Source: an optimization exercise on an open RTL-to-GDS flow (aim: small area and a short achievable clock period). Production flows keep margins and buffers that such runs may drop. Only simulation tests tie the RTL to the original design; equivalence was not proved. Power is estimated from default activity; no workload was simulated.

==> design/flow/design.v <==
`timescale 1ns / 1ps
module Regfiles(
    input clk,
    input rst,
    input we,
    input [4:0] raddr1,
    input [4:0] raddr2,
    input [4:0] waddr,
    input [31:0] wdata,
    output reg [31:0] rdata1,
    output reg [31:0] rdata2
    );
    reg [31:0] mem [0:31];
    reg [31:0] wb_data;
    reg [4:0]  wb_addr;
    reg        wb_valid;
    reg        vz;
    reg        rst_flag;
    wire wr    = we & ~rst;
    wire same  = waddr == wb_addr;
    wire flush = wb_valid & ~(wr & same);
    always @(posedge clk) begin
        if (flush)
            mem[wb_addr] <= wb_data;
        wb_data  <= wdata;
        wb_addr  <= waddr;
        wb_valid <= wr;
        vz       <= wr & (rst_flag | (vz & same));
    end
    always @(posedge clk or posedge rst) begin
        if (rst)
            rst_flag <= 1'b1;
        else
            rst_flag <= 1'b0;
    end
    reg [31:0] ren;
    integer i;
    always @(*) begin
        for (i = 0; i < 32; i = i + 1)
            ren[i] = ~rst_flag & ~(vz & (wb_addr == i));
    end
    wire [1023:0] words;
    genvar g;
    generate
        for (g = 0; g < 32; g = g + 1) begin : gw
            assign words[32*g +: 32] = mem[g];
        end
    endgenerate
    wire [31:0] q1, q2;
    Regfiles_rdport p1(.a(raddr1), .en(ren), .d(words), .q(q1));
    Regfiles_rdport p2(.a(raddr2), .en(ren), .d(words), .q(q2));
    always @(*) begin
        rdata1 = q1;
        rdata2 = q2;
    end
endmodule
module Regfiles_rdport(
    input [4:0] a,
    input [31:0] en,
    input [1023:0] d,
    output [31:0] q
    );
    assign q = en[a] ? d[32*a +: 32] : 32'h0;
endmodule
==> design/flow/flow/run.sh <==
#!/bin/bash
# Layout flow: the standard ORFS flow (standard.sh), except that the read-port
# module Regfiles_rdport is replaced, before synthesis, by a hand-mapped
# sky130_fd_sc_hd netlist that flow/gen_rdport.py writes (same function: entry
# a of d when en[a] is set, else 0). Registers are untouched.
set -euo pipefail
python3 -I flow/gen_rdport.py A > rdport_cells.v 2> gen_rdport.log
python3 -I flow/subst.py design.v rdport_cells.v design_mapped.v > subst.log 2>&1
bash standard.sh VERILOG_FILES="$PWD/design_mapped.v" finish > standard.log 2>&1
==> design/flow/flow/gen_rdport.py <==
#!/usr/bin/env python3
"""Writes the gate-level netlist of module Regfiles_rdport (one read port of
the register file) in sky130_fd_sc_hd cells.  usage: gen_rdport.py A|B [sizes]"""
import sys

variant = sys.argv[1] if len(sys.argv) > 1 else "B"
SELDRV = sys.argv[2] if len(sys.argv) > 2 else "2"
P = "sky130_fd_sc_hd__"
out = []
w = out.append
w("module Regfiles_rdport(a, en, d, q);")
w("  input [4:0] a;")
w("  input [31:0] en;")
w("  input [1023:0] d;")
w("  output [31:0] q;")
w("  wire [4:0] an;")
w("  wire [3:0] lo;")
w("  wire [7:0] hi;")
w("  wire [31:0] sel;")
n = [0]

def cell(typ, pins):
    n[0] += 1
    conn = ", ".join(".%s(%s)" % (p, s) for p, s in pins)
    w("  %s%s u%d (%s);" % (P, typ, n[0], conn))

for k in range(5):
    cell("inv_1", [("A", "a[%d]" % k), ("Y", "an[%d]" % k)])

def lit(k, v):
    # signal that is 1 when a[k] == v, for a NOR input: pass the opposite
    return "an[%d]" % k if v else "a[%d]" % k

for j in range(4):
    cell("nor2_1", [("A", lit(0, j & 1)), ("B", lit(1, (j >> 1) & 1)), ("Y", "lo[%d]" % j)])
for m in range(8):
    cell("nor3_1", [("A", lit(2, m & 1)), ("B", lit(3, (m >> 1) & 1)), ("C", lit(4, (m >> 2) & 1)),
                    ("Y", "hi[%d]" % m)])

if variant == "B":
    # sel is active low: sel[i] = 0 when entry i is read
    for i in range(32):
        cell("nand3_%s" % SELDRV, [("A", "lo[%d]" % (i & 3)), ("B", "hi[%d]" % (i >> 2)),
                                   ("C", "en[%d]" % i), ("Y", "sel[%d]" % i)])
    for b in range(32):
        w("  wire [15:0] y%d;" % b)
        w("  wire [3:0] g%d;" % b)
        for k in range(16):
            i0, i1 = 2 * k, 2 * k + 1
            cell("o22ai_1", [("A1", "d[%d]" % (32 * i0 + b)), ("A2", "sel[%d]" % i0),
                             ("B1", "d[%d]" % (32 * i1 + b)), ("B2", "sel[%d]" % i1),
                             ("Y", "y%d[%d]" % (b, k))])
        for m in range(4):
            cell("nor4_1", [("A", "y%d[%d]" % (b, 4 * m)), ("B", "y%d[%d]" % (b, 4 * m + 1)),
                            ("C", "y%d[%d]" % (b, 4 * m + 2)), ("D", "y%d[%d]" % (b, 4 * m + 3)),
                            ("Y", "g%d[%d]" % (b, m))])
        cell("and4_1", [("A", "g%d[0]" % b), ("B", "g%d[1]" % b), ("C", "g%d[2]" % b),
                        ("D", "g%d[3]" % b), ("X", "q[%d]" % b)])
else:
    w("  wire [31:0] seln;")
    for i in range(32):
        cell("nand3_1", [("A", "lo[%d]" % (i & 3)), ("B", "hi[%d]" % (i >> 2)),
                         ("C", "en[%d]" % i), ("Y", "seln[%d]" % i)])
        cell("inv_%s" % SELDRV, [("A", "seln[%d]" % i), ("Y", "sel[%d]" % i)])
    for b in range(32):
        w("  wire [10:0] y%d;" % b)
        w("  wire [2:0] g%d;" % b)
        for k in range(11):
            es = [e for e in (3 * k, 3 * k + 1, 3 * k + 2) if e < 32]
            pins = []
            for p, e in zip("ABC", es):
                pins += [(p + "1", "d[%d]" % (32 * e + b)), (p + "2", "sel[%d]" % e)]
            cell("a222oi_1" if len(es) == 3 else "a22oi_1", pins + [("Y", "y%d[%d]" % (b, k))])
        cell("nand4_1", [("A", "y%d[0]" % b), ("B", "y%d[1]" % b), ("C", "y%d[2]" % b),
                         ("D", "y%d[3]" % b), ("Y", "g%d[0]" % b)])
        cell("nand4_1", [("A", "y%d[4]" % b), ("B", "y%d[5]" % b), ("C", "y%d[6]" % b),
                         ("D", "y%d[7]" % b), ("Y", "g%d[1]" % b)])
        cell("nand3_1", [("A", "y%d[8]" % b), ("B", "y%d[9]" % b), ("C", "y%d[10]" % b),
                         ("Y", "g%d[2]" % b)])
        cell("or3_1", [("A", "g%d[0]" % b), ("B", "g%d[1]" % b), ("C", "g%d[2]" % b),
                       ("X", "q[%d]" % b)])
w("endmodule")
print("\n".join(out))
==> design/flow/flow/subst.py <==
#!/usr/bin/env python3
# subst.py design.v cells.v out.v : replace module Regfiles_rdport in design.v by cells.v
import re, sys
src = open(sys.argv[1]).read()
cells = open(sys.argv[2]).read()
m = re.search(r"^\s*module\s+Regfiles_rdport\b.*?^\s*endmodule\b", src, re.S | re.M)
assert m, "Regfiles_rdport not found"
open(sys.argv[3], "w").write(src[:m.start()] + "\n" + cells + "\n" + src[m.end():])
==> design/flow/standard.sh <==
#!/bin/bash
# synth_recipe.tcl (not shown) runs the flow's synth.tcl, then flattens the netlist and writes it again
# the make line also repeats each setting of config.mk as NAME=value (left out here)
make -C /OpenROAD-flow-scripts/flow DESIGN_CONFIG=/design/flow/config.mk WORK_HOME=/design/flow/orfs CLKGATE_MAP_FILE= SYNTH_SCRIPT=/design/flow/synth_recipe.tcl "${@:-finish}"
==> design/flow/config.mk <==
export PLATFORM = sky130hd
export DESIGN_NAME = Regfiles
export DESIGN_NICKNAME = Regfiles
export VERILOG_FILES = /design/flow/design.v
export SDC_FILE = /design/flow/constraint.sdc
export NUM_CORES = 4
export LEC_CHECK = 0
export CAP_MARGIN = 20
export CORE_MARGIN = 2
export CORE_UTILIZATION = 40
export SETUP_SLACK_MARGIN = 1.5
export SLEW_MARGIN = 20
==> design/flow/constraint.sdc <==
create_clock -name core_clock -period 6.5 [get_ports {clk}]
set_input_delay 1.3000 -clock core_clock [delete_from_list [all_inputs] [get_ports {clk}]]
set_output_delay 1.3000 -clock core_clock [all_outputs]
set_load 0.01 [all_outputs]
==> results.toml, run 1 <==
[worst_setup_path]
r2r_slack_ns = 3.33
crit_family = "simple AND/OR/NAND/NOR gates"
crit_slowest_cell = "or3_4"
critical-path-max-stage-delay_ns = 0.48
worst-endpoint-arrival_ns = 3.72
cp-end-kind = "output pin"
cp_max_fo = 12
cp_num_buf_inv = 4
crit_path_cell_trace = "buf_6, nor4_4, a21oi_2, nand3_2, inv_6, buf_4, a222oi_1, nand4_1, or3_4, clkdlybuf4s15_1"
reg2reg_to = "mem[2][21]$_DFFE_PP_"
r2r_start = "wb_addr[1]$_DFF_P_"
start_kind = "register"
reg2reg_depth = 5
critPathKind = "reg -> out"
crit_required_ns = 5.20

[finish]
area_delta_synth_final_pct = 22.71
nNetsFinal = 2772
fin_area_sq_um = 51120
drive_gt1_share_pct = 21.25
final_common_cell = "edfxtp_1"
fin_util_pct = 49.46
layout_common_cells = "1024 x edfxtp_1, 640 x a222oi_1, 128 x nand4_1"

[hold_path]
hold_class = "reg -> reg"
worstHoldEndpoint = "vz$_DFF_P_"
hold_depth = 1
hold_path_startpoint = "vz$_DFF_P_"

[flow_run]
drv_cap = 0

[clocking]
clk_latency_ns = 0.70
clk_path_buf_depth = 3
clk_pin_slew_ns = 0.07
htreeDepth = 3
cts_tree = "done"
clkSinkCount = 1064
cts-root-buf = "clkbuf_16"
numCtsBuffers = 105

[route]
ant_nets = 0
vias = 32167
wl_per_cell_um = 40.50
via_per_inst = 7.677
routed_wl_um = 169700
drcViolationCount = 0
first_iter_violations = 8501
dr.pass1.iters = 13

[synthesis]
syn_inst = 2339
syn-cell-area_sq_um = 41650
syn-num-nets = 2389
synth_seq_area_share_pct = 75.76
yosysUniqueCellTypes = 32
postSynthRegisterBits = 1064
yosysWarnings = 1
syn_avg_cell_area_sq_um = 17.81

[placement]
place_hpwl_um = 94250
place_area_sq_um = 46170
gp_congestion = 0.9137
port-buffer-count = 113

[floorplan]
die_w_um = 326.7
start_util_pct = 40.31
die_h_um = 326.7
coreArea_sq_um = 103300
rows = 118
dieArea_sq_um = 106700
pin_count = 114

[grt]
grt_pass1_wl_um = 228900
grt_use_total_pct = 30.01
grt_pass1_vias = 31076
antenna_found_initial = 10
grt-ovfl-total = 0
grt_max_degree = 34

[sta]
period_needed_ns = 5.015
setup_viol = 0
tightestPinTransition_ns = 1.170
hold_violations = 0
whs_ns = 0.5425
slew_violations = 0
rsz0062_at_grt = "yes"
fin_tns_setup_ns = 0
slew_headroom_pct = 21.88
min_period_over_period_pct = 77.16
fmax_ghz = 0.1994
fin_skew_ns = 0.02646

[power_and_ir_drop]
p_leak_nw = 16.31
irDropWorstVdd_mv = 0.2340
p_per_area_nw_per_um2 = 288.6

[run_status]
outcome = "timing/DRC/antenna clean"
state kept, by name, indices dropped and copies added (netlist names):
| name | cells |
|---|---|
| mem | 1024 |
| wb_data | 32 |
| wb_addr | 5 |
| rst_flag | 1 |
| vz | 1 |
| wb_valid | 1 |
worst reg2reg max path, stage by stage, from the launching register on:
cell and delay [ns]:
dfxtp_4 0.38, buf_6 0.16, xnor2_1 0.13, and4_4 0.48, a21oi_4 1.04, buf_4 0.59
through the flow:
step	setup slack [ns]	power, mW	std cells
finish	1.485	14.75	4190
detailed placement	0.5973	8.377	3946
CTS	1.438	14.72	4154
floorplan	2.608	8.007	2339
global route	1.456	15.06	4189
global placement	0.5730	8.363	3946
area by class of cell:
type,count,area (sq um)
timing repair inverter,4,35.03
clock buffer,123,2789
clock inverter,71,863.3
inverter,75,524.3
antenna,1,2.502
fill,8484,52230
timing repair buffer,297,3126
tap,1380,1727
sequential,1064,31590
multi-input combinational,1175,10460
layer usage:
metal	GRT usage, %	routed length, um	up-vias
met5	0	35	-
met3	9.339	26120	726
li1	-	-	12121
met2	46.73	75550	3330
met4	16.20	11500	6
met1	37.50	56490	15984
report_power, final:
group          internal, mW  switching [mW]  total (mW)
clock network          3.79            2.68        6.46
logic                 0.232           0.364       0.597
registers              7.57           0.119        7.69
total                  11.6            3.16        14.7
cell families (layout without fill, tap and decap cells):
family	after synthesis	in the layout	synth area share, %
compound gates	769	769	17.59
flops	1064	1064	75.76
simple gates	400	400	5.521
other cells	1	2	0.009003
buf+inv	100	570	1.015
xor+xnor	5	5	0.1051
worst max-delay path by stage:
stage	from	end	slack [ns]	cells past startpoint
floorplan	raddr1[2]	rdata1[0]	2.61	7
global placement	raddr2[2]	rdata2[21]	0.57	10
detailed placement	raddr1[4]	rdata1[21]	0.60	10
CTS	raddr2[1]	rdata2[25]	1.44	11
global route	wb_addr[1]$_DFF_P_	rdata1[27]	1.46	10
finish	wb_addr[1]$_DFF_P_	rdata1[3]	1.48	10
Yosys cell counts (all sizes together):
cell    count  area [sq um]
a21oi      64         432.9
a222oi    640          6406
a22oi      64         480.5
a31o        1         8.760
and2        3         18.77
and4        2         17.52
and4b       4         40.04
and4bb      6         75.07
buf        13         95.08
clkbuf     12         46.29
conb        1         3.750
dfstp       1         26.28
dfxtp      39         780.8
edfxtp   1024         30750
inv        75         281.5
nand2      32         120.1
nand3     128         640.6
nand4     128         800.8
nor2        9         33.78
nor2b       3         18.77
nor3       16         80.08
nor4        1         12.51
nor4b       4         41.29
or3        64         400.4
xnor2       3         26.28
xor2        2         17.52
timing repair:
item                       in CTS  in global routing
gates cloned                    2                  6
hold buffers                    0                  0
setup endpoints to repair      64                 64
pin swaps                     156                129
gates resized for setup       258                107
setup buffers                  12                 26
==> inputs of run 2 (changes only) <==
--- a/design/flow/config.mk
+++ b/design/flow/config.mk
@@ -10,3 +10,3 @@
 export CORE_UTILIZATION = 40
-export SETUP_SLACK_MARGIN = 1.5
+export SETUP_SLACK_MARGIN = 2.5
 export SLEW_MARGIN = 20
==> run 2 against run 1 <==
Design area grew 4.0%. Fmax grew 1.2%. Non-clock buffer count grew 100. Largest cell class unchanged. Synthesized cell count is the same. Still clean on timing, DRC and antenna.
==> results.toml, run 2 <==
[power_and_ir_drop]
p_per_area_nw_per_um2 = 279.6
p_leak_nw = 17.14
irDropWorstVdd_mv = 0.2321

[clocking]
numCtsBuffers = 105
clk_pin_slew_ns = 0.07
clkSinkCount = 1064
cts_tree = "done"
htreeDepth = 3
hold_buffers = 0
cts-root-buf = "clkbuf_16"
clk_latency_ns = 0.71
clk_path_buf_depth = 3

[route]
via_per_inst = 7.811
vias = 33627
ant_nets = 0
first_iter_violations = 9533
dr.pass1.iters = 14
drcViolationCount = 0
wl_per_cell_um = 43.36
routed_wl_um = 186700

[synthesis]
yosysTopAreaCell = "edfxtp_1"
postSynthRegisterBits = 1064
post-synth-top-count-cell = "edfxtp_1"
syn_inst = 2339
syn-num-nets = 2389
ys_top_cells_by_area = "edfxtp_1 74%, a222oi_1 15%, nand4_1 1.9%"
syn_avg_cell_area_sq_um = 17.81
yosysUniqueCellTypes = 32
synth_seq_area_share_pct = 75.76
async_flop_share_pct = 0.09398
synth_top_area_share_pct = 73.82
synth-main-ff-cell = "edfxtp_1"
yosysWarnings = 1
yosys-top-cells-count = "1024 x edfxtp_1, 640 x a222oi_1, 128 x nand3_1, 128 x nand4_1"
syn-cell-area_sq_um = 41650
synth_edf_count = 1024

[floorplan]
start_util_pct = 40.31
dieArea_sq_um = 106700
coreArea_sq_um = 103300
die_w_um = 326.7
rows = 118
pin_count = 114
die_h_um = 326.7

[worst_setup_path]
crit_slowest_cell = "or3_4"
cp_num_buf_inv = 6
reg2reg_depth = 6
cp_num_cells = 12
crit_family = "simple AND/OR/NAND/NOR gates"
r2r_slack_ns = 3.15
crit_path_cell_trace = "buf_4, nor4b_4, buf_4, a21oi_4, nand3_2, inv_4, clkbuf_16, buf_6, a222oi_1, nand4_1, or3_4, buf_6"
crit_required_ns = 5.20
start_kind = "register"
critical-path-max-stage-delay_ns = 0.44
worst-endpoint-arrival_ns = 3.65
cp_max_fo = 8
cp-end-kind = "output pin"
critPathKind = "reg -> out"

[placement]
gp_congestion = 0.9137
place_hpwl_um = 94250
place_ws_ns = 0.5973
port-buffer-count = 113

[sta]
setup_viol = 0
rsz0062_at_grt = "yes"
slew_headroom_pct = 13.72
min_period_over_period_pct = 76.21
fmax_ghz = 0.2019
hold_violations = 0
fin_tns_setup_ns = 0
period_needed_ns = 4.954
slew_violations = 0
fin_ws_ns = 1.546
fin_skew_ns = 0.03146
tightestPinTransition_ns = 1.291

[grt]
grt_pass1_vias = 31886
grt_use_total_pct = 32.35
grt_pass1_wl_um = 243300
grt-ovfl-total = 0
grt_max_degree = 34
antenna_found_initial = 10

[finish]
largest_reg_flops = 1024
reg.largest.list = "mem (1024), wb_data (32), wb_addr (5)"
nNetsFinal = 2878
final_common_cell = "edfxtp_1"
top_register = "mem"
layout_common_cells = "1024 x edfxtp_1, 640 x a222oi_1, 145 x buf_4"
area_delta_synth_final_pct = 27.64
drive_gt1_share_pct = 26.66

[flow_run]
drv_cap = 0

[hold_path]
hold_class = "reg -> reg"
hold_depth = 1

[run_status]
outcome = "timing/DRC/antenna clean"
==> run 2: cell counts after synthesis <==
Identical to the previous run, type by type.
==> run 2: final cells by class <==
class | instances | area, sq um
Antenna cell | 10 | 25.02
Clock buffer | 123 | 2789
Clock inverter | 71 | 863.3
Fill cell | 8241 | 50180
Inverter | 75 | 613.1
Multi-Input combinational cell | 1175 | 10710
Sequential cell | 1064 | 31590
Tap cell | 1380 | 1727
Timing Repair Buffer | 397 | 4758
Timing Repair inverter | 10 | 92.59
==> run 2: cells by family (layout without fill, tap and decap cells) <==
family	count (synthesis)	after routing	synth area share [%]
AO/OA/AOI/OAI	769	769	17.59
XOR/XNOR	5	5	0.1051
buffers and inverters	100	676	1.015
flip-flops	1064	1064	75.76
other	1	11	0.009003
AND/OR/NAND/NOR	400	400	5.521
==> run 2: metrics by stage <==
| stage | cells | hold WS (ns) | instance area, sq um | power (mW) | utilization [%] |
|---|---|---|---|---|---|
| after floorplan | 2339 | 0.4666 | 41660 | 8.007 | - |
| after global placement | 3946 | 0.4837 | 46170 | 8.363 | 44.68 |
| after detailed placement | 3946 | 0.4838 | 46170 | 8.377 | 44.68 |
| after CTS | 4241 | 0.5267 | 52270 | 14.79 | 50.57 |
| after global routing | 4297 | 0.5698 | 53150 | 15.14 | 51.42 |
| final | 4305 | 0.5747 | 53170 | 14.86 | 51.44 |
==> run 2: path summary, 6_finish.rpt <==
path / start / end
hold reg to reg: vz$_DFF_P_ / vz$_DFF_P_
hold / removal: vz$_DFF_P_ / vz$_DFF_P_
max in group asynchronous: rst / rst_flag$_DFF_PP1_
setup / recovery: wb_addr[1]$_DFF_P_ / rdata1[21]
min in group asynchronous: rst / rst_flag$_DFF_PP1_
setup reg to reg: wb_addr[1]$_DFF_P_ / mem[8][17]$_DFFE_PP_
==> run 2: power by group <==
part	internal [mW]	switching (mW)
sequential	7.57	0.119
combinational	0.279	0.406
clock	3.78	2.70
total	11.6	3.23
==> run 2: timing repair <==
item / 4_1_cts / 5_1_grt
resized for setup: 574 / 93
buffers inserted: 72 / 38
hold endpoints to repair: 0 / 0
pin swaps: 316 / 176
gates cloned: 29 / 14
setup endpoints to repair: 64 / 64
==> run 2: metal layers <==
layer  vias up  wire length (um)  global-route usage (%)  part of all wire (%)
met3       913             31330                   11.85                    17
li1      12380                 -                       -                     -
met1     16616             58650                   38.89                    31
met2      3708             80480                   49.03                    43
met5         -               212                  0.2662                  0.11
met4        10             15990                   21.09                   8.6
==> inputs of run 3 (changes only) <==
--- a/design/flow/design.v
+++ b/design/flow/design.v
@@ -18,5 +18,6 @@
     reg        rst_flag;
-    wire wr    = we & ~rst;
-    wire same  = waddr == wb_addr;
-    wire flush = wb_valid & ~(wr & same);
+    wire wr      = we & ~rst;
+    wire same    = waddr == wb_addr;
+    wire flush   = wb_valid & ~(wr & same);
+    wire vz_next = wr & (rst_flag | (vz & same));
     always @(posedge clk) begin
@@ -27,3 +28,3 @@
         wb_valid <= wr;
-        vz       <= wr & (rst_flag | (vz & same));
+        vz       <= vz_next;
     end
@@ -37,5 +38,8 @@
     integer i;
-    always @(*) begin
-        for (i = 0; i < 32; i = i + 1)
-            ren[i] = ~rst_flag & ~(vz & (wb_addr == i));
+    always @(posedge clk or posedge rst) begin
+        if (rst)
+            ren <= 32'h0;
+        else
+            for (i = 0; i < 32; i = i + 1)
+                ren[i] <= ~(vz_next & (waddr == i));
     end
==> design/flow/flow/run.sh (replaced) <==
#!/bin/bash
# Layout flow: the standard ORFS flow (standard.sh), except that
#  - the read-port module Regfiles_rdport is replaced, before synthesis, by a
#    hand-mapped sky130_fd_sc_hd netlist that flow/gen_rdport.py writes (same
#    function: entry a of d when en[a] is set, else 0); registers are untouched;
#  - port buffers are buf_2 cells, and CTS inserts no dummy loads.
set -euo pipefail
python3 -I flow/gen_rdport.py A > rdport_cells.v 2> gen_rdport.log
python3 -I flow/subst.py design.v rdport_cells.v design_mapped.v > subst.log 2>&1
export BUFFER_PORTS_ARGS="-buffer_cell sky130_fd_sc_hd__buf_2"
export CTS_ARGS="-sink_clustering_enable -repair_clock_nets -dont_use_dummy_load -buf_list {sky130_fd_sc_hd__clkbuf_4 sky130_fd_sc_hd__clkbuf_8}"
bash standard.sh VERILOG_FILES="$PWD/design_mapped.v" finish > standard.log 2>&1
--- a/design/flow/flow/gen_rdport.py
+++ b/design/flow/flow/gen_rdport.py
@@ -66,3 +66,2 @@
         w("  wire [10:0] y%d;" % b)
-        w("  wire [2:0] g%d;" % b)
         for k in range(11):
@@ -73,10 +72,12 @@
             cell("a222oi_1" if len(es) == 3 else "a22oi_1", pins + [("Y", "y%d[%d]" % (b, k))])
-        cell("nand4_1", [("A", "y%d[0]" % b), ("B", "y%d[1]" % b), ("C", "y%d[2]" % b),
-                         ("D", "y%d[3]" % b), ("Y", "g%d[0]" % b)])
-        cell("nand4_1", [("A", "y%d[4]" % b), ("B", "y%d[5]" % b), ("C", "y%d[6]" % b),
-                         ("D", "y%d[7]" % b), ("Y", "g%d[1]" % b)])
-        cell("nand3_1", [("A", "y%d[8]" % b), ("B", "y%d[9]" % b), ("C", "y%d[10]" % b),
-                         ("Y", "g%d[2]" % b)])
-        cell("or3_1", [("A", "g%d[0]" % b), ("B", "g%d[1]" % b), ("C", "g%d[2]" % b),
-                       ("X", "q[%d]" % b)])
+        h = ["h%d_%d" % (b, j) for j in range(4)]
+        k = ["k%d_%d" % (b, j) for j in range(2)]
+        w("  wire %s;" % ", ".join(h + k))
+        for j in range(3):
+            cell("nand3_1", [("A", "y%d[%d]" % (b, 3 * j)), ("B", "y%d[%d]" % (b, 3 * j + 1)),
+                             ("C", "y%d[%d]" % (b, 3 * j + 2)), ("Y", h[j])])
+        cell("nand2_1", [("A", "y%d[9]" % b), ("B", "y%d[10]" % b), ("Y", h[3])])
+        cell("nor2_1", [("A", h[0]), ("B", h[1]), ("Y", k[0])])
+        cell("nor2_1", [("A", h[2]), ("B", h[3]), ("Y", k[1])])
+        cell("nand2_1", [("A", k[0]), ("B", k[1]), ("Y", "q[%d]" % b)])
 w("endmodule")
--- a/design/flow/config.mk
+++ b/design/flow/config.mk
@@ -10,3 +10,3 @@
 export CORE_UTILIZATION = 40
-export SETUP_SLACK_MARGIN = 2.5
+export SETUP_SLACK_MARGIN = 2.0
 export SLEW_MARGIN = 20
==> run 3 against run 2 <==
Clock skew rose by 0.046 ns. Sequential share of layout area rose by 3.6 points. Synthesized area rose by 2.3%. Critical path type is now in -> out. Flip-flop and latch count rose by 32. Design area fell by 3.4%. Critical endpoint is now rdata1[31]. Still clean. Combinational power rose by 22%.
==> results.toml, run 3 <==
[hold_path]
hold_class = "reg -> reg"

[finish]
fin_util_pct = 48.73
reg.largest.list = "mem (1024), ren (32), wb_data (32)"
nNetsFinal = 3030
largest_reg_flops = 1024
area_delta_synth_final_pct = 20.57
top_register = "mem"
fin_cells = 4370
layout_common_cells = "1024 x edfxtp_1, 640 x a222oi_1, 254 x nand3_1"
fillers = 8769
fin_area_sq_um = 51370
drive_gt1_share_pct = 25.29
final_common_cell = "edfxtp_1"

[grt]
grt_pass1_wl_um = 221300
grt_use_total_pct = 28.52
grt-ovfl-total = 0
antenna_found_initial = 3
grt_max_degree = 34
grt_pass1_vias = 31462

[sta]
period_needed_ns = 4.649
min_period_over_period_pct = 71.53
slew_violations = 0
fmax_ghz = 0.2151
whs_ns = 0.5194
tightestPinTransition_ns = 1.108
slew_headroom_pct = 25.97
rsz0062_at_grt = "yes"
fin_ws_ns = 1.851
fin_skew_ns = 0.07769
setup_viol = 0
fin_tns_setup_ns = 0
hold_violations = 0

[route]
routed_wl_um = 168400
wl_per_cell_um = 38.53
via_per_inst = 7.415
drcViolationCount = 0
ant_nets = 0
dr.pass1.iters = 22
first_iter_violations = 7735
vias = 32402

[synthesis]
yosysUniqueCellTypes = 35
async_flop_share_pct = 3.011
ys_top_cells_by_area = "edfxtp_1 72%, a222oi_1 15%, nand3_1 3.4%"
synthAdderAreaFrac_pct = 0
syn-num-nets = 2576
synth_compound_area_share_pct = 16.52
post-synth-top-count-cell = "edfxtp_1"
yosys.area_share.simple_pct = 6.540
synth_edf_count = 1024
syn_avg_cell_area_sq_um = 16.87
syn_inst = 2526
synth-main-ff-cell = "edfxtp_1"
postSynthRegisterBits = 1096
yosysWarnings = 1
synth_top_family_by_area = "compound AO/OA/AOI/OAI gates"
synth.mux.area_fraction_pct = 0
syn-cell-area_sq_um = 42610
synth_top_area_share_pct = 72.17
yosys-top-cells-count = "1024 x edfxtp_1, 640 x a222oi_1, 290 x nand3_1, 171 x nor2_1, 132 x nand2_1"
synth_xor_area_share_pct = 0.08223
yosysTopAreaCell = "edfxtp_1"
synth_seq_area_share_pct = 75.95

[floorplan]
start_util_pct = 40.42
pin_count = 114
dieArea_sq_um = 109100
coreArea_sq_um = 105400
die_h_um = 330.4
rows = 119
die_w_um = 330.4

[clocking]
htreeDepth = 4
clk_latency_ns = 0.88
cts-root-buf = "clkbuf_8"
clk_path_buf_depth = 3
clk_pin_slew_ns = 0.05
cts_tree = "done"
numCtsBuffers = 177
clkSinkCount = 1096

[worst_setup_path]
crit_slowest_cell = "a222oi_1"
worst-endpoint-arrival_ns = 3.35
r2r_slack_ns = 2.99
cp-end-kind = "output pin"
critPathKind = "in -> out"
crit_required_ns = 5.20
critical-path-max-stage-delay_ns = 0.32
crit_path_cell_trace = "buf_12, buf_4, nor3_4, buf_12, nand3_4, buf_4, inv_6, a222oi_1, nand3_1, nor2_1, nand2_1, buf_2"
start_kind = "input pin"
cp_max_fo = 16

[power_and_ir_drop]
irDropWorstVdd_mv = 0.2195
p_per_area_nw_per_um2 = 263.2
finalPower_mw = 13.52
p_leak_nw = 16.85

[placement]
place_hpwl_um = 86700
place_area_sq_um = 45790
place_ws_ns = 1.165
port-buffer-count = 113
gp_congestion = 0.9579
dpl.cell_count = 4108

[run_status]
outcome = "timing/DRC/antenna clean"

[flow_run]
drv_cap = 0
-- run 3: cell types whose count changed in the layout (fill, tap and decap cells not counted), moves of 76 or more --
cell	change
clkbuf_16	-113
clkbuf_8	+174
nand2_1	+88
nand3_1	+161
nand4_1	-128
nor2_4	+76
-- run 3: worst max-delay path, delay by kind of cell --
family	cells	cell delay, ns
buffers and inverters	6	0.87
AO/OA/AOI/OAI	1	0.32
AND/OR/NAND/NOR	5	0.83
-- run 3: cell type report --
type	instances	area (sq um)	area share (%)
Inverter	77	1394	2.713
Clock buffer	177	2436	4.742
Timing Repair Buffer	265	2098	4.085
Multi-Input combinational cell	1342	11110	21.63
Tap cell	1391	1740	3.388
Antenna cell	1	2.502	0.004871
Sequential cell	1096	32390	63.06
Timing Repair inverter	21	191.4	0.3727
-- run 3: cells by family after synthesis --
group / after synthesis
flops: 1096
compound gates: 713
simple gates: 624
buf+inv: 88
xor+xnor: 4
other cells: 1
-- run 3: path summary, 6_finish.rpt --
| path | start | to | cells after the start |
|---|---|---|---|
| min reg2reg | vz$_DFF_P_ | vz$_DFF_P_ | 2 |
| max in group asynchronous | rst | rst_flag$_DFF_PP1_ | 3 |
| max | raddr1[3] | rdata1[31] | 12 |
| min in group asynchronous | rst | ren[16]$_DFF_PP0_ | 3 |
| min | vz$_DFF_P_ | vz$_DFF_P_ | 2 |
| max reg2reg | wb_addr[2]$_DFF_P_ | mem[28][11]$_DFFE_PP_ | 5 |
-- run 3: timing repair --
action,CTS,global route
gates resized for setup,324,237
hold buffers,0,0
gates cloned,5,17
pin swaps,48,110
endpoints found under the setup margin,64,63
setup buffers,5,57
endpoints found under the hold margin,0,0
-- run 3: where the power goes --
group	leakage [nW]	total, mW	internal (mW)	switching (mW)
registers	9.83	7.85	7.74	0.106
logic	5.74	0.835	0.267	0.568
clock network	1.27	4.83	2.38	2.45
total	16.8	13.5	10.4	3.12
-- run 3: layer usage --
metal	routed length [um]	track usage, %
met1	56600	35.60
met5	17	0
met4	10250	16.39
met3	24520	8.276
met2	76970	44.48
==> inputs of run 4 (changes only) <==
--- a/design/flow/config.mk
+++ b/design/flow/config.mk
@@ -9,3 +9,4 @@
 export CORE_MARGIN = 2
-export CORE_UTILIZATION = 40
+export CORE_UTILIZATION = 65
+export PLACE_DENSITY = 0.75
 export SETUP_SLACK_MARGIN = 2.0
==> run 4 against run 3 <==
Largest cell class unchanged. Clock-buffer cell count fell by 9. Critical path type unchanged. Clock power fell by 4%. Sequential power barely moved. Routed wire length fell by 3.9%. Still clean. Synthesized area did not move.
==> results.toml, run 4 <==
[sta]
rsz0062_at_grt = "yes"
min_period_over_period_pct = 71.82
period_needed_ns = 4.668
hold_violations = 0
slew_headroom_pct = 18.68
fmax_ghz = 0.2142
setup_viol = 0
fin_skew_ns = 0.05460
slew_violations = 0
fin_tns_setup_ns = 0
fin_ws_ns = 1.832
tightestPinTransition_ns = 1.217

[worst_setup_path]
cp_max_fo = 13
critical-path-max-stage-delay_ns = 0.45
cp-end-kind = "output pin"
crit_top_cell = "buf_12"
start_kind = "input pin"
crit_slowest_cell = "a222oi_1"
crit_required_ns = 5.20
worst-endpoint-arrival_ns = 3.37
crit_path_cell_trace = "buf_12, clkinv_8, nor3_4, buf_12, nand3_4, buf_4, inv_6, a222oi_1, nand3_1, nor2_2, nand2_1, buf_2"
r2r_start = "wb_addr[2]$_DFF_P_"
crit_start = "raddr2[2]"
critPathKind = "in -> out"

[synthesis]
syn_avg_cell_area_sq_um = 16.87
yosys-top-cells-count = "1024 x edfxtp_1, 640 x a222oi_1, 290 x nand3_1, 171 x nor2_1, 132 x nand2_1"
postSynthRegisterBits = 1096
synth_top_area_share_pct = 72.17
post-synth-top-count-cell = "edfxtp_1"
async_flop_share_pct = 3.011
ys_top_cells_by_area = "edfxtp_1 72%, a222oi_1 15%, nand3_1 3.4%"
yosysTopAreaCell = "edfxtp_1"
syn-cell-area_sq_um = 42610
syn_inst = 2526
synth_edf_count = 1024
yosysWarnings = 1
yosysUniqueCellTypes = 35
syn-num-nets = 2576
synth_seq_area_share_pct = 75.95
synth-main-ff-cell = "edfxtp_1"

[clocking]
cts_tree = "done"
clk_latency_ns = 0.84
clk_path_buf_depth = 3
clkSinkCount = 1096
clk_pin_slew_ns = 0.06
cts-root-buf = "clkbuf_8"
htreeDepth = 4
numCtsBuffers = 168

[grt]
grt_use_total_pct = 45.36
grt-ovfl-total = 0
grt_pass1_vias = 32132
grt_max_degree = 34
antenna_found_initial = 8
grt_pass1_wl_um = 215100

[floorplan]
pin_count = 114
die_h_um = 260.0
coreArea_sq_um = 64580
dieArea_sq_um = 67610
rows = 93
start_util_pct = 65.97
die_w_um = 260.0

[power_and_ir_drop]
finalPower_mw = 13.34
p_leak_nw = 16.45
p_per_area_nw_per_um2 = 267.4
irDropWorstVdd_mv = 0.2278

[route]
wl_per_cell_um = 42.94
vias = 33136
routed_wl_um = 161800
first_iter_violations = 10740
via_per_inst = 8.794
drcViolationCount = 0
ant_nets = 0
dr.pass1.iters = 15

[placement]
port-buffer-count = 113
place_ws_ns = 1.318
place_area_sq_um = 44750
gp_congestion = 0.9410
dpl.cell_count = 3529
place_hpwl_um = 80510

[run_status]
outcome = "timing/DRC/antenna clean"

[finish]
reg.largest.list = "mem (1024), ren (32), wb_data (32)"
layout_common_cells = "1024 x edfxtp_1, 640 x a222oi_1, 270 x nand3_1"
top_register = "mem"
nNetsFinal = 2963
drive_gt1_share_pct = 22.81
largest_reg_flops = 1024
fillers = 3609
fin_area_sq_um = 49880
final_common_cell = "edfxtp_1"
area_delta_synth_final_pct = 17.07
fin_cells = 3768

[hold_path]
hold_path_startpoint = "vz$_DFF_P_"
hold_class = "reg -> reg"

[flow_run]
drv_cap = 0
run 4: area by class of cell:
class	instances	area [sq um]	area share (%)
sequential	1096	32390	64.94
multi-input combinational	1342	10960	21.97
clock buffer	168	2312	4.636
timing repair buffer	208	1642	3.291
inverter	77	1310	2.627
tap	855	1070	2.145
timing repair inverter	20	187.7	0.3763
antenna	2	5.005	0.01003
run 4: path summary, 6_finish.rpt:
path | endpoint | depth (start not counted) | slack (ns)
min reg2reg | vz$_DFF_P_ | 2 | 0.53
min | vz$_DFF_P_ | 2 | 0.53
min in group asynchronous | ren[27]$_DFF_PP0_ | 3 | 0.58
max reg2reg | mem[30][9]$_DFFE_PP_ | 5 | 3.04
max | rdata2[0] | 12 | 1.83
max in group asynchronous | rst_flag$_DFF_PP1_ | 3 | 5.57
run 4: logic make-up (layout without fill, tap and decap cells):
family	after synthesis	count (layout)	synth area share (%)
flops	1096	1096	75.95
other cells	1	3	0.008802
simple gates	624	624	6.540
xor+xnor	4	4	0.08224
compound gates	713	713	16.52
buf+inv	88	473	0.9015
run 4: power by group:
group / switching, mW / leakage, nW / total, mW / internal [mW]
logic: 0.564 / 5.41 / 0.822 / 0.257
clock network: 2.39 / 1.21 / 4.66 / 2.27
registers: 0.112 / 9.83 / 7.85 / 7.74
total: 3.07 / 16.4 / 13.3 / 10.3
run 4: layer usage:
layer  GRT usage, %  vias up  share of wire, %
li1               -    12369                 -
met1          57.56    15813                29
met2          64.64     4036                42
met3          18.09      910                20
met4          30.80        8               8.2
met5              0        -             0.087
run 4: repair_timing:
action	in CTS	in global routing
setup buffers	7	42
cloned	7	13
gates resized for setup	287	248
setup endpoints to repair	64	64
hold buffers	0	0
pin swaps	27	107
run 4: critical path: cells and delay by family:
family                 cells  cell delay (ns)
buffers and inverters      6             0.89
and+or+nand+nor            5             0.71
AOI/OAI and AO/OA          1             0.45
run 4: stage by stage:
stage	util, %	hold slack [ns]
5_1_grt	77.23	0.5371
3_5_place_dp	69.29	0.5097
4_1_cts	74.70	0.5206
3_3_place_gp	69.28	0.4785
6_report	77.23	0.5280
2_1_floorplan	-	0.4671
==> inputs of run 5 (changes only) <==
--- a/design/flow/flow/run.sh
+++ b/design/flow/flow/run.sh
@@ -5,3 +5,3 @@
 #    function: entry a of d when en[a] is set, else 0); registers are untouched;
-#  - port buffers are buf_2 cells, and CTS inserts no dummy loads.
+#  - port buffers are buf_2 cells, and CTS uses clkbuf_8 cells, clusters of at most 14 sinks, no dummy loads.
 set -euo pipefail
@@ -10,3 +10,3 @@
 export BUFFER_PORTS_ARGS="-buffer_cell sky130_fd_sc_hd__buf_2"
-export CTS_ARGS="-sink_clustering_enable -repair_clock_nets -dont_use_dummy_load -buf_list {sky130_fd_sc_hd__clkbuf_4 sky130_fd_sc_hd__clkbuf_8}"
+export CTS_ARGS="-sink_clustering_enable -repair_clock_nets -dont_use_dummy_load -buf_list sky130_fd_sc_hd__clkbuf_8 -sink_clustering_size 14 -sink_clustering_max_diameter 80"
 bash standard.sh VERILOG_FILES="$PWD/design_mapped.v" finish > standard.log 2>&1
==> design/flow/flow/gen_rdport.py (replaced) <==
#!/usr/bin/env python3
"""Writes the gate-level netlist (sky130_fd_sc_hd cells) of module
Regfiles_rdport, one read port of the register file:
q = en[a] ? d[32*a +: 32] : 0.

The address is decoded one-hot (sel[i] = (a == i) & en[i]), then each output
bit is an AND-OR of the 32 entries' bits and their selects.
usage: gen_rdport.py A|C
  A: a222oi (3 entries) + nand3/nand2 + nor2 + nand2
  C: a22oi (2 entries) + nand4 + nor2 + nand2"""
import sys

variant = sys.argv[1] if len(sys.argv) > 1 else "C"
P = "sky130_fd_sc_hd__"
out = []
w = out.append
n = [0]


def cell(typ, pins):
    n[0] += 1
    conn = ", ".join(".%s(%s)" % (p, s) for p, s in pins)
    w("  %s%s u%d (%s);" % (P, typ, n[0], conn))


def lit(k, v):
    # NOR input that is 0 when a[k] == v
    return "an[%d]" % k if v else "a[%d]" % k


w("module Regfiles_rdport(a, en, d, q);")
w("  input [4:0] a;")
w("  input [31:0] en;")
w("  input [1023:0] d;")
w("  output [31:0] q;")
w("  wire [4:0] an;")
w("  wire [3:0] lo;")
w("  wire [7:0] hi;")
w("  wire [31:0] seln, sel;")
for k in range(5):
    cell("inv_1", [("A", "a[%d]" % k), ("Y", "an[%d]" % k)])
for j in range(4):
    cell("nor2_1", [("A", lit(0, j & 1)), ("B", lit(1, (j >> 1) & 1)), ("Y", "lo[%d]" % j)])
for m in range(8):
    cell("nor3_1", [("A", lit(2, m & 1)), ("B", lit(3, (m >> 1) & 1)), ("C", lit(4, (m >> 2) & 1)),
                    ("Y", "hi[%d]" % m)])
for i in range(32):
    cell("nand3_1", [("A", "lo[%d]" % (i & 3)), ("B", "hi[%d]" % (i >> 2)),
                     ("C", "en[%d]" % i), ("Y", "seln[%d]" % i)])
    cell("inv_2", [("A", "seln[%d]" % i), ("Y", "sel[%d]" % i)])

group = 3 if variant == "A" else 2
for b in range(32):
    # y: active-low OR of up to `group` selected entries
    ys = []
    for k in range(0, 32, group):
        es = list(range(k, min(k + group, 32)))
        y = "y%d_%d" % (b, k // group)
        w("  wire %s;" % y)
        pins = []
        for p, e in zip("ABC", es):
            pins += [(p + "1", "d[%d]" % (32 * e + b)), (p + "2", "sel[%d]" % e)]
        cell("a222oi_1" if len(es) == 3 else "a22oi_1", pins + [("Y", y)])
        ys.append(y)
    # h: active-high OR of the groups; 4 of them
    if variant == "A":
        parts = [ys[0:3], ys[3:6], ys[6:9], ys[9:11]]
    else:
        parts = [ys[0:4], ys[4:8], ys[8:12], ys[12:16]]
    hs = []
    for j, part in enumerate(parts):
        h = "h%d_%d" % (b, j)
        w("  wire %s;" % h)
        typ = {2: "nand2_1", 3: "nand3_1", 4: "nand4_1"}[len(part)]
        cell(typ, [(p, s) for p, s in zip("ABCD", part)] + [("Y", h)])
        hs.append(h)
    k0, k1 = "k%d_0" % b, "k%d_1" % b
    w("  wire %s, %s;" % (k0, k1))
    cell("nor2_1", [("A", hs[0]), ("B", hs[1]), ("Y", k0)])
    cell("nor2_1", [("A", hs[2]), ("B", hs[3]), ("Y", k1)])
    cell("nand2_1", [("A", k0), ("B", k1), ("Y", "q[%d]" % b)])
w("endmodule")
print("\n".join(out))
--- a/design/flow/config.mk
+++ b/design/flow/config.mk
@@ -9,4 +9,4 @@
 export CORE_MARGIN = 2
-export CORE_UTILIZATION = 65
-export PLACE_DENSITY = 0.75
+export CORE_UTILIZATION = 50
+export PLACE_DENSITY = 0.65
 export SETUP_SLACK_MARGIN = 2.0
==> run 5 against run 4 <==
Cell count grew 7.3%. Synthesized area is the same. Clock power shrank 27%. Non-clock buffer count grew 53. Sequential share of layout area shrank 0.91 points. Highest routed layer unchanged.
==> results.toml, run 5 <==
[finish]
reg.largest.list = "mem (1024), ren (32), wb_data (32)"
top_register = "mem"
fin_area_sq_um = 50580
final_common_cell = "edfxtp_1"
largest_reg_flops = 1024
layout_common_cells = "1024 x edfxtp_1, 640 x a222oi_1, 254 x nand3_1"
fin_util_pct = 59.68
nNetsFinal = 2949
drive_gt1_share_pct = 23.85
area_delta_synth_final_pct = 18.71
fin_cells = 4044

[synthesis]
yosys-top-cells-count = "1024 x edfxtp_1, 640 x a222oi_1, 290 x nand3_1, 171 x nor2_1, 132 x nand2_1"
syn-num-nets = 2576
yosysUniqueCellTypes = 35
async_flop_share_pct = 3.011
ys_top_cells_by_area = "edfxtp_1 72%, a222oi_1 15%, nand3_1 3.4%"
syn-cell-area_sq_um = 42610
post-synth-top-count-cell = "edfxtp_1"
synth_top_area_share_pct = 72.17
postSynthRegisterBits = 1096
synth_edf_count = 1024
synth_seq_area_share_pct = 75.95
synth-main-ff-cell = "edfxtp_1"
syn_inst = 2526
yosysWarnings = 1
syn_avg_cell_area_sq_um = 16.87
yosysTopAreaCell = "edfxtp_1"

[placement]
place_hpwl_um = 83620
place_ws_ns = 1.136
port-buffer-count = 113
place_area_sq_um = 45430
gp_congestion = 0.9035
dpl.cell_count = 3849

[power_and_ir_drop]
p_sw_mw = 2.869
irDropWorstVdd_mv = 0.1854
p_clk_share_pct = 27.9
switching_share_pct = 23.74
finalPower_mw = 12.09
p_leak_nw = 16.44
p_per_area_nw_per_um2 = 238.9
pwr-share-seq_pct = 64.8
p_comb_share_pct = 7.3
power.internal_mw = 9.216

[floorplan]
start_util_pct = 50.28
coreArea_sq_um = 84750
dieArea_sq_um = 87560
die_h_um = 295.9
pin_count = 114
die_w_um = 295.9
rows = 107

[grt]
antenna_found_initial = 6
grt-ovfl-total = 0
grt_pass1_vias = 31214
grt_max_degree = 34
grt_pass1_wl_um = 222000
grt_use_total_pct = 36.12

[worst_setup_path]
crit_top_cell = "buf_2"
crit_path_cell_trace = "buf_2, nor2_1, buf_6, nand3_4, bufinv_16, a222oi_1, nand3_1, nor2_4, nand2_1, buf_2"
cp-end-kind = "output pin"
r2r_slack_ns = 3.03
worst-endpoint-arrival_ns = 3.40
start_kind = "input pin"
crit_slowest_cell = "a222oi_1"
crit_family = "simple AND/OR/NAND/NOR gates"
crit_required_ns = 5.20
critPathKind = "in -> out"
cp_num_buf_inv = 4
r2r_start = "wb_addr[2]$_DFF_P_"
reg2reg_to = "mem[18][26]$_DFFE_PP_"
cp_max_fo = 16
critical-path-max-stage-delay_ns = 0.55
reg2reg_depth = 5

[route]
wl_per_cell_um = 42.29
ant_nets = 0
routed_wl_um = 171000
dr.pass1.iters = 17
vias = 32746
via_per_inst = 8.097
first_iter_violations = 9545
drcViolationCount = 0

[clocking]
clk_latency_ns = 0.76
cts_tree = "done"
numCtsBuffers = 88
clk_path_buf_depth = 3
clk_pin_slew_ns = 0.10
hold_buffers = 0
clkSinkCount = 1096
htreeDepth = 3
cts-root-buf = "clkbuf_8"

[flow_run]
drv_cap = 0

[run_status]
outcome = "timing/DRC/antenna clean"

[hold_path]
hold_class = "reg -> reg"
hold_depth = 2
worstHoldEndpoint = "vz$_DFF_P_"
hold_path_startpoint = "vz$_DFF_P_"

[sta]
rsz0062_at_grt = "yes"
whs_ns = 0.5276
slew_violations = 0
fin_skew_ns = 0.1052
fmax_ghz = 0.2129
fin_ws_ns = 1.803
min_period_over_period_pct = 72.27
setup_viol = 0
fin_tns_setup_ns = 0
slew_headroom_pct = 21.03
period_needed_ns = 4.697
hold_violations = 0
tightestPinTransition_ns = 1.183
run 5: repair_timing:
item                                    4_1_cts  5_1_grt
pin swaps                                    57      171
gates cloned                                 15       21
setup buffers                                20       44
endpoints found under the hold margin         0        0
endpoints found under the setup margin       64       64
resized for setup                           364      309
run 5: kinds of logic after synthesis:
group | Yosys count | share of synthesized area, %
and+or+nand+nor | 624 | 6.540
DFF | 1096 | 75.95
buffers and inverters | 88 | 0.9015
AOI/OAI and AO/OA | 713 | 16.52
other | 1 | 0.008802
xor gates and xnor gates | 4 | 0.08224
run 5: worst reg2reg max path, stage by stage (launching register included):
cell       delay, ns
dfxtp_1         0.52
xnor2_1         0.13
nand2_1         0.41
o2111ai_2       0.64
nor2_4          1.08
buf_4           0.42
run 5: worst max-delay path by stage:
| stage | slack (ns) | startpoint | endpoint | cells past startpoint |
|---|---|---|---|---|
| 2_1_floorplan | 2.54 | we | mem[21][0]$_DFFE_PP_ | 4 |
| 3_3_place_gp | 1.12 | raddr2[0] | rdata2[28] | 10 |
| 3_5_place_dp | 1.14 | raddr2[0] | rdata2[28] | 10 |
| 4_1_cts | 1.96 | raddr1[4] | rdata1[4] | 10 |
| 5_1_grt | 1.85 | raddr2[0] | rdata2[31] | 10 |
| 6_report | 1.80 | raddr2[0] | rdata2[31] | 10 |
run 5: power by group through the flow:
stage	Clock (mW)	Sequential [mW]	Combinational, mW
floorplan	0	7.93	0.310
global placement	0	7.97	0.653
detailed placement	0	7.98	0.656
CTS	3.35	7.82	0.742
global route	3.60	7.83	0.889
finish	3.38	7.83	0.883
run 5: per-layer routing:
| layer | up-vias | global-route usage, % | wire length [um] |
|---|---|---|---|
| met3 | 752 | 11.93 | 30130 |
| met1 | 16104 | 45.70 | 54220 |
| met2 | 3524 | 54.48 | 73990 |
| li1 | 12352 | - | - |
| met5 | - | 0 | 137 |
| met4 | 14 | 21.52 | 12560 |
run 5: layout make-up:
class / instances / area (sq um)
inverters: 77 / 1531
flip-flops and latches: 1096 / 32390
repair inverters: 33 / 331.6
repair buffers: 261 / 2401
well taps: 1144 / 1431
fillers: 6130 / 34170
diodes: 3 / 7.507
clock buffers: 88 / 1211
multi-input cells: 1342 / 11270
==> inputs of run 6 (changes only) <==
--- a/design/flow/flow/run.sh
+++ b/design/flow/flow/run.sh
@@ -7,3 +7,3 @@
 set -euo pipefail
-python3 -I flow/gen_rdport.py A > rdport_cells.v 2> gen_rdport.log
+python3 -I flow/gen_rdport.py C > rdport_cells.v 2> gen_rdport.log
 python3 -I flow/subst.py design.v rdport_cells.v design_mapped.v > subst.log 2>&1
--- a/design/flow/config.mk
+++ b/design/flow/config.mk
@@ -9,4 +9,4 @@
 export CORE_MARGIN = 2
-export CORE_UTILIZATION = 50
-export PLACE_DENSITY = 0.65
+export CORE_UTILIZATION = 65
+export PLACE_DENSITY = 0.75
 export SETUP_SLACK_MARGIN = 2.0
==> run 6 against run 5 <==
Critical path type unchanged. Largest power group unchanged. Combinational power decreased by 11%. Design area decreased by 0.90%. Utilization increased by 15 points.
==> results.toml, run 6 <==
[synthesis]
syn-num-nets = 2896
synth_seq_area_share_pct = 73.86
syn-cell-area_sq_um = 43810
synth_top_area_share_pct = 70.19
ys_top_cells_by_area = "edfxtp_1 70%, a22oi_1 18%, nand4_1 3.7%"
postSynthRegisterBits = 1096
yosysUniqueCellTypes = 35
synth_edf_count = 1024
syn_inst = 2846
yosys-top-cells-count = "1024 x a22oi_1, 1024 x edfxtp_1, 256 x nand4_1, 171 x nor2_1, 98 x nand3_1"
yosysWarnings = 1
async_flop_share_pct = 3.011
yosysTopAreaCell = "edfxtp_1"
syn_avg_cell_area_sq_um = 15.39
synth-main-ff-cell = "edfxtp_1"

[finish]
fin_util_pct = 74.90
multiInputGateArea_sq_um = 12020
final_common_cell = "edfxtp_1"
reg.largest.list = "mem (1024), ren (32), wb_data (32)"
fillers = 3941
layout_common_cells = "1024 x edfxtp_1, 1017 x a22oi_1, 256 x nand4_1"
nNetsFinal = 3218
drive_gt1_share_pct = 18.41
seq_area_sq_um = 32390
top_register = "mem"
largest_reg_flops = 1024
fin_cells = 4042
area_delta_synth_final_pct = 14.42

[route]
via_per_inst = 8.366
vias = 33816
routed_wl_um = 160100
first_iter_violations = 7576
wl_per_cell_um = 39.62
drcViolationCount = 0
ant_nets = 0
dr.pass1.iters = 9

[worst_setup_path]
critical-path-max-stage-delay_ns = 0.46
crit_top_cell = "buf_2"
cp_max_fo = 32
cp-end-kind = "output pin"
worst-endpoint-arrival_ns = 3.47
crit_required_ns = 5.20
start_kind = "input pin"
crit_slowest_cell = "nor3_2"
critPathKind = "in -> out"
crit_path_cell_trace = "buf_2, inv_1, nor3_2, nand3_1, bufinv_8, a22oi_1, nand4_1, nor2_1, nand2_1, buf_2"

[floorplan]
die_h_um = 263.6
die_w_um = 263.6
dieArea_sq_um = 69490
coreArea_sq_um = 66920
rows = 95
start_util_pct = 65.46
pin_count = 114

[power_and_ir_drop]
irDropWorstVdd_mv = 0.2636
p_leak_nw = 15.44
finalPower_mw = 11.96
p_per_area_nw_per_um2 = 238.6

[sta]
period_needed_ns = 4.773
slew_headroom_pct = 18.94
hold_violations = 0
rsz0062_at_grt = "yes"
fin_skew_ns = 0.04320
min_period_over_period_pct = 73.44
fin_ws_ns = 1.727
slew_violations = 0
fin_tns_setup_ns = 0
setup_viol = 0
tightestPinTransition_ns = 1.214
fmax_ghz = 0.2095

[placement]
place_ws_ns = 1.413
gp_congestion = 0.9291
dpl.cell_count = 3867
port-buffer-count = 113
place_hpwl_um = 81330

[clocking]
hold_buffers = 0
clk_pin_slew_ns = 0.08
numCtsBuffers = 88
cts-root-buf = "clkbuf_8"
clkSinkCount = 1096
cts_tree = "done"
clk_path_buf_depth = 3
clk_latency_ns = 0.73
htreeDepth = 3

[grt]
grt_use_total_pct = 42.19
grt_pass1_vias = 32607
grt-ovfl-total = 0
grt_pass1_wl_um = 210000
grt_max_degree = 33
antenna_found_initial = 6

[flow_run]
drv_cap = 0

[run_status]
outcome = "timing/DRC/antenna clean"

[hold_path]
hold_class = "reg -> reg"
-- run 6: changes by cell type after synthesis --
cell / before / now
nand2_1: 132 / 68
a222oi_1: 640 / 0
a22oi_1: 64 / 1024
nand4_1: 0 / 256
nand3_1: 290 / 98
-- run 6: stage by stage --
stage               hold slack, ns  instance area (sq um)
CTS                         0.5189                  48180
detailed placement          0.5021                  46010
global placement            0.4776                  45950
finish                      0.5116                  50120
global route                0.5580                  50120
floorplan                   0.4671                  43810
-- run 6: critical path, delay by kind of cell --
| family | cells | cell delay, ns |
|---|---|---|
| compound gates | 1 | 0.14 |
| buf+inv | 4 | 0.95 |
| simple gates | 5 | 1.06 |
-- run 6: area by class of cell --
class,instances,area share (%)
antenna,3,0.01498
clock buffer,88,2.416
inverter,77,2.891
multi-input combinational,1662,23.97
sequential,1096,64.62
tap,873,2.179
timing repair buffer,218,3.322
timing repair inverter,25,0.5866
-- run 6: path summary, 6_finish.rpt --
kind                                    start                     to  slack (ns)  cells past startpoint
setup / recovery                    raddr2[3]             rdata2[20]        1.73                     10
hold / removal                     vz$_DFF_P_             vz$_DFF_P_        0.51                      2
setup reg to reg           wb_addr[2]$_DFF_P_  mem[24][28]$_DFFE_PP_        2.96                      5
hold reg to reg                    vz$_DFF_P_             vz$_DFF_P_        0.51                      2
max in group asynchronous                 rst      ren[10]$_DFF_PP0_        5.46                      3
min in group asynchronous                 rst     rst_flag$_DFF_PP1_        0.61                      2
-- run 6: logic make-up (layout without fill, tap and decap cells) --
family | count (synthesis) | in the layout | synth area share [%]
xor+xnor | 4 | 4 | 0.07999
compound gates | 1033 | 1033 | 17.90
other cells | 1 | 4 | 0.008560
simple gates | 624 | 624 | 7.275
buf+inv | 88 | 408 | 0.8768
flops | 1096 | 1096 | 73.86
-- run 6: report_power, final --
group          total, mW  internal (mW)  switching, mW
Combinational      0.785          0.239          0.546
Clock               3.34           1.21           2.13
Sequential          7.83           7.72          0.110
Total               12.0           9.17           2.78
-- run 6: repair_timing --
action                                  CTS  global route
cloned                                    0            25
buffers inserted                          0            59
pin swaps                                 0            31
endpoints found under the setup margin   64            64
gates resized for setup                 218           262
-- run 6: routing by layer --
| layer | global-route usage, % | vias up | part of all wire [%] |
|---|---|---|---|
| met5 | 0.9702 | - | 0.093 |
| met3 | 14.24 | 886 | 18 |
| met4 | 23.69 | 10 | 7.2 |
| met2 | 63.39 | 3879 | 44 |
| met1 | 54.37 | 16156 | 30 |
| li1 | - | 12885 | - |

[static timing again, ports no longer ideal]
Ports are ideal in the flow. The routed layouts listed here were re-timed in OpenROAD.
Step 1 (the two cells are an assumption about what drives the block):
set clk [get_ports {clk}]
set_driving_cell -lib_cell sky130_fd_sc_hd__clkbuf_16 $clk
set_driving_cell -lib_cell sky130_fd_sc_hd__buf_2 [delete_from_list [all_inputs] $clk]
Step 2 adds t to the input delays and takes it off the output delays; t is the mean of the earliest and latest rising clock arrival at the registers after step 1. Input paths then give back, and output paths get back, about the clock's delay inside the block.
Three values: ideal ports, drivers, drivers and shift; two values: the first two.
| run | t, ns | slack for setup (ns) | hold slack, ns | worst setup path at the end |
|---|---|---|---|---|
| run 1 | 0.754 | 1.485 / 1.418 / 1.473 | 0.542 / 0.542 / 0.542 | input to output |
| run 2 | 0.756 | 1.546 / 1.482 / 1.529 | 0.575 / 0.575 / 0.575 | input to output |
| run 3 | 0.904 | 1.851 / 1.788 / 1.788 | 0.519 / 0.511 / 0.519 | input to output |
| run 4 | 0.877 | 1.832 / 1.779 / 1.779 | 0.528 / 0.517 / 0.528 | input to output |
| run 5 | 0.774 | 1.803 / 1.774 / 1.774 | 0.528 / 0.528 / 0.528 | input to output |
| run 6 | 0.783 | 1.727 / 1.702 / 1.702 | 0.512 / 0.512 / 0.512 | input to output |
After both steps every run listed still meets setup and hold. For run 3, which loses most, drivers alone change the setup slack by -0.063 ns; drivers and shift together by -0.063 ns.
